This design comes from an exercise in tuning for small area, a short achievable clock period and few clock cycles per item on the open sky130 flow, not from production work.
The RTL was checked by simulation tests, not by an equivalence proof against the original design.
Power is estimated from default activity; no workload was simulated.

==> 10-27 <==
Design tnn_conv, start of the top module:
module tnn_conv(
    input               clk,
    input               rst_n,
    input               in_valid,
    output              in_ready,
    input  [1599:0]     feature_in,      
    input  [99:0]       weight_in,       
    input  [31:0]       scaler_in,
    input  [31:0]       bias_in,
    output              out_valid,
    output [31:0]       feature_out
    );
export LEC_CHECK = 0
export ABC_CLOCK_PERIOD_IN_PS = 3300
export CAP_MARGIN = 20
export CORE_MARGIN = 2
export CORE_UTILIZATION = 40
export SETUP_SLACK_MARGIN = 5
export SLEW_MARGIN = 20
export SYNTH_HIERARCHICAL = 1
export SYNTH_MINIMUM_KEEP_SIZE = 0
create_clock -name core_clock -period 8.5 [get_ports {clk}]
run.sh (not shown) runs the stock make flow with config.mk's settings and CLKGATE_MAP_FILE= SYNTH_SCRIPT=/design/flow/synth_recipe.tcl, a recipe that flattens the netlist after the stock synthesis.
==> 05-04: changes against 10-27 <==
CORE_AREA = 4 4 506 506   (was not set)
CORE_MARGIN = not set   (was 2)
CORE_UTILIZATION = not set   (was 40)
DIE_AREA = 0 0 510 510   (was not set)
==> run summary <==
mux contribution to synthesized area: 17.2%
most numerous cell in the Yosys netlist: fa_1
largest family of logic cells by synthesized area: adder cells
Post-synth ARST share: 0.593%
die height: 487 um
Row Count: 177
Ys Warns: 8
Mapped Area: 93500 um^2
post-synthesis sequential area ratio: 21.7%
last stage reached: I/O pin placement (3_2_place_iop)
largest cells by area after synthesis: fa_1 (41%), dfxtp_1 (22%), mux2i_1 (17%)
Cells after Synth: 7029
die width: 487 um
commonest cells in the synthesized netlist: fa_1 (1906), mux2i_1 (1602), dfxtp_1 (1005)
status: aborted with a tool error
adder-cell share of the synthesized area: 43.0%
Synth top area share: 40.8%
starting density of the core: 40.2%
Stop Error: [ERROR PPL-0024] Number of IO pins (1801) exceeds maximum number of available positions (1764). Increase the die perimeter from 1949.44um to 2449.36um.
Synth cell types: 67
FF+latch count, synth: 1011
fraction of the mapped netlist area in compound gates: 5.04%
-- figures above: 10-27

==> run summary <==
Post-synth ARST share: 0.593%
Mapped Area: 93500 um^2
fraction of the mapped netlist area in compound gates: 5.04%
die height: 510 um
Cells after Synth: 7029
met2 usage: 80.5%
Row Count: 184
status: no timing/DRC/antenna violations
die width: 510 um
mux contribution to synthesized area: 17.2%
adder-cell share of the synthesized area: 43.0%
FF+latch count, synth: 1011
met1 Use GR: 60.2%
Synth top area share: 40.8%
post-synthesis sequential area ratio: 21.7%
largest family of logic cells by synthesized area: adder cells
Synth cell types: 67
P_sw: 0.0291 W
-- figures above: 05-04

Testbench counts of 10-27, summed over its fixed seeds: cycles 6,592, items 6,400.
Testbench counts of 05-04, summed over its fixed seeds: cycles 6,592, items 6,400.

==> run a: inputs <==
Another version of the RTL of tnn_conv (not shown whole).
==> flow/config.mk <==
export PLATFORM = sky130hd
export DESIGN_NAME = tnn_conv
export DESIGN_NICKNAME = tnn_conv
export VERILOG_FILES = /design/flow/design.v
export SDC_FILE = /design/flow/constraint.sdc
export NUM_CORES = 4
export LEC_CHECK = 0
export ABC_CLOCK_PERIOD_IN_PS = 3300
export CAP_MARGIN = 20
export CORE_AREA = 4 4 506 506
export CTS_CLUSTER_DIAMETER = 70
export CTS_CLUSTER_SIZE = 20
export DIE_AREA = 0 0 510 510
export SLEW_MARGIN = 20
export SYNTH_HIERARCHICAL = 1
export SYNTH_MINIMUM_KEEP_SIZE = 0
==> flow/constraint.sdc <==
create_clock -name core_clock -period 8.5 [get_ports {clk}]
set_input_delay 1.7000 -clock core_clock [delete_from_list [all_inputs] [get_ports {clk}]]
set_output_delay 1.7000 -clock core_clock [all_outputs]
set_load 0.01 [all_outputs]
standard.sh (not shown) runs the stock make flow with config.mk's settings and CLKGATE_MAP_FILE= SYNTH_SCRIPT=/design/flow/synth_recipe.tcl, a recipe that flattens the netlist after the stock synthesis.
==> flow/flow/run.sh <==
#!/bin/bash
# The standard layout (standard synthesis included), with these changes:
#  - port buffers made from the smallest buffer cell (buf_1) instead of the
#    delay-buffer cell buffer_ports picks by default;
#  - more antenna-repair iterations after global and detailed routing.
set -euo pipefail
export BUFFER_PORTS_ARGS="-buffer_cell sky130_fd_sc_hd__buf_1"
export SETUP_SLACK_MARGIN=5.3
export MAX_REPAIR_ANTENNAS_ITER_GRT=10
export MAX_REPAIR_ANTENNAS_ITER_DRT=15
bash standard.sh > standard_flow.log 2>&1
==> run b (differences from run a) <==
==> flow/flow/run.sh (replaced) <==
#!/bin/bash
set -euo pipefail
export BUFFER_PORTS_ARGS="-buffer_cell sky130_fd_sc_hd__buf_1"
export SETUP_SLACK_MARGIN=5.3
bash standard.sh > standard_flow.log 2>&1
==> run c (differences from run a) <==
- CTS_CLUSTER_DIAMETER: 70 -> 80
- CTS_CLUSTER_SIZE: 20 -> 25
==> impl_metrics.csv <==
group,metric,value,unit
outcome,run_status,"finished clean",
route,detailroute.wirelength.met2,279000,um
sta,max_slew.worst_pin.slew,1.30,ns
global_route,first_global_vias,80100,
cells_and_area,clock_area_frac,0.0373,
cells_and_area,fin_util,0.462,
cells_and_area,area_of_the_multi_input_gates,71500,um^2
critical_path,crit_required,9.19,ns
pwr,cell_internal_pwr,25.0,mW
cells_and_area,layout.cell_area.non_filler,116000,um^2
cells_and_area,num-fill-cells,23141,
cts,postCtsResizedCells,407,
global_route,use_met2,0.715,
pwr,peakVddDrop,0.234,mV
global_route,gr-usage-met3,0.229,
cts,clk-insertion-delay-late,0.85,ns
global_route,grt_first_pass_wirelength,837000,um
route,routed_wirelength,669000,um
pwr,share_of_total_power_in_sequential_cells,0.267,
That was run a.
==> impl_metrics.csv <==
group,metric,value,unit
pwr,peakVddDrop,0.234,mV
global_route,first_global_vias,80100,
global_route,grt_first_pass_wirelength,837000,um
cells_and_area,layout.cell_area.non_filler,116000,um^2
cells_and_area,num-fill-cells,23140,
critical_path,crit_required,9.19,ns
global_route,gr-usage-met3,0.229,
pwr,cell_internal_pwr,25.0,mW
cells_and_area,clock_area_frac,0.0373,
route,detailroute.wirelength.met2,279000,um
cells_and_area,area_of_the_multi_input_gates,71500,um^2
outcome,run_status,"finished with violations",
critical_path,setup.reg_to_reg.worst_slack,5.28,ns
cells_and_area,fin_util,0.462,
outcome,failed_checks,"antenna rules",
route,routed_wirelength,669000,um
pwr,share_of_total_power_in_sequential_cells,0.267,
cts,postCtsResizedCells,407,
route,final_antenna_net_count,1,
That was run b.
==> impl_metrics.csv <==
group,metric,value,unit
global_route,gr-usage-met3,0.233,
pwr,peakVddDrop,0.232,mV
sta,worst_hold_slack,0.339,ns
route,detailroute.wirelength.met2,278000,um
cells_and_area,num-fill-cells,23154,
cells_and_area,fin_util,0.460,
global_route,grt_first_pass_wirelength,836000,um
outcome,run_status,"finished clean",
global_route,use_met2,0.712,
cells_and_area,area_of_the_multi_input_gates,71500,um^2
cells_and_area,layout.cell_area.non_filler,116000,um^2
cts,postCtsResizedCells,419,
cells_and_area,clock_area_frac,0.0336,
global_route,first_global_vias,79905,
pwr,cell_internal_pwr,24.7,mW
synth,netlist.area_leader.share,0.386,
cts,clk-insertion-delay-late,0.84,ns
critical_path,crit_required,9.20,ns
That was run c.
Testbench counts of run a, summed over its fixed seeds: cycles 6,624, items 6,400.
Testbench counts of run b, summed over its fixed seeds: cycles 6,624, items 6,400.
Testbench counts of run c, summed over its fixed seeds: cycles 6,624, items 6,400.

## what the ideal ports hide
How much do the figures lean on ideal ports? The routed layouts below were timed once more, with nothing changed but the port constraints. Step 1 sets driving cells, clkbuf_16 on the clock port and buf_2 on the other inputs (assumed; they add their load-dependent delay and slew). Step 2, shift: input delay + t, output delay - t, t = (earliest + latest rising clock arrival at the registers) / 2. This alone moves slack from input paths to output paths. Three values: ideal, step 1, step 2; two values: the first two.
run | shift t [ns] | setup WS [ns] | hold slack, ns | slew at the worst register clock pin (ns) | worst slew at a driven data input, ns
05-04 | 0.926 | 4.731 / 4.562 / 3.636 | 0.357 / 0.357 / 0.357 | 0.08 / 0.08 | 0.62
run a | 0.940 | 5.152 / 5.090 / 4.150 | 0.337 / 0.337 / 0.337 | 0.09 / 0.09 | 0.57
run b | 0.940 | 5.152 / 5.090 / 4.150 | 0.337 / 0.337 / 0.337 | 0.09 / 0.09 | 0.57
run c | 0.929 | 5.120 / 5.062 / 4.133 | 0.339 / 0.339 / 0.339 | 0.10 / 0.10 | 0.59
For 05-04, which loses most, drivers alone change the setup slack by -0.169 ns; drivers and shift together by -1.095 ns.
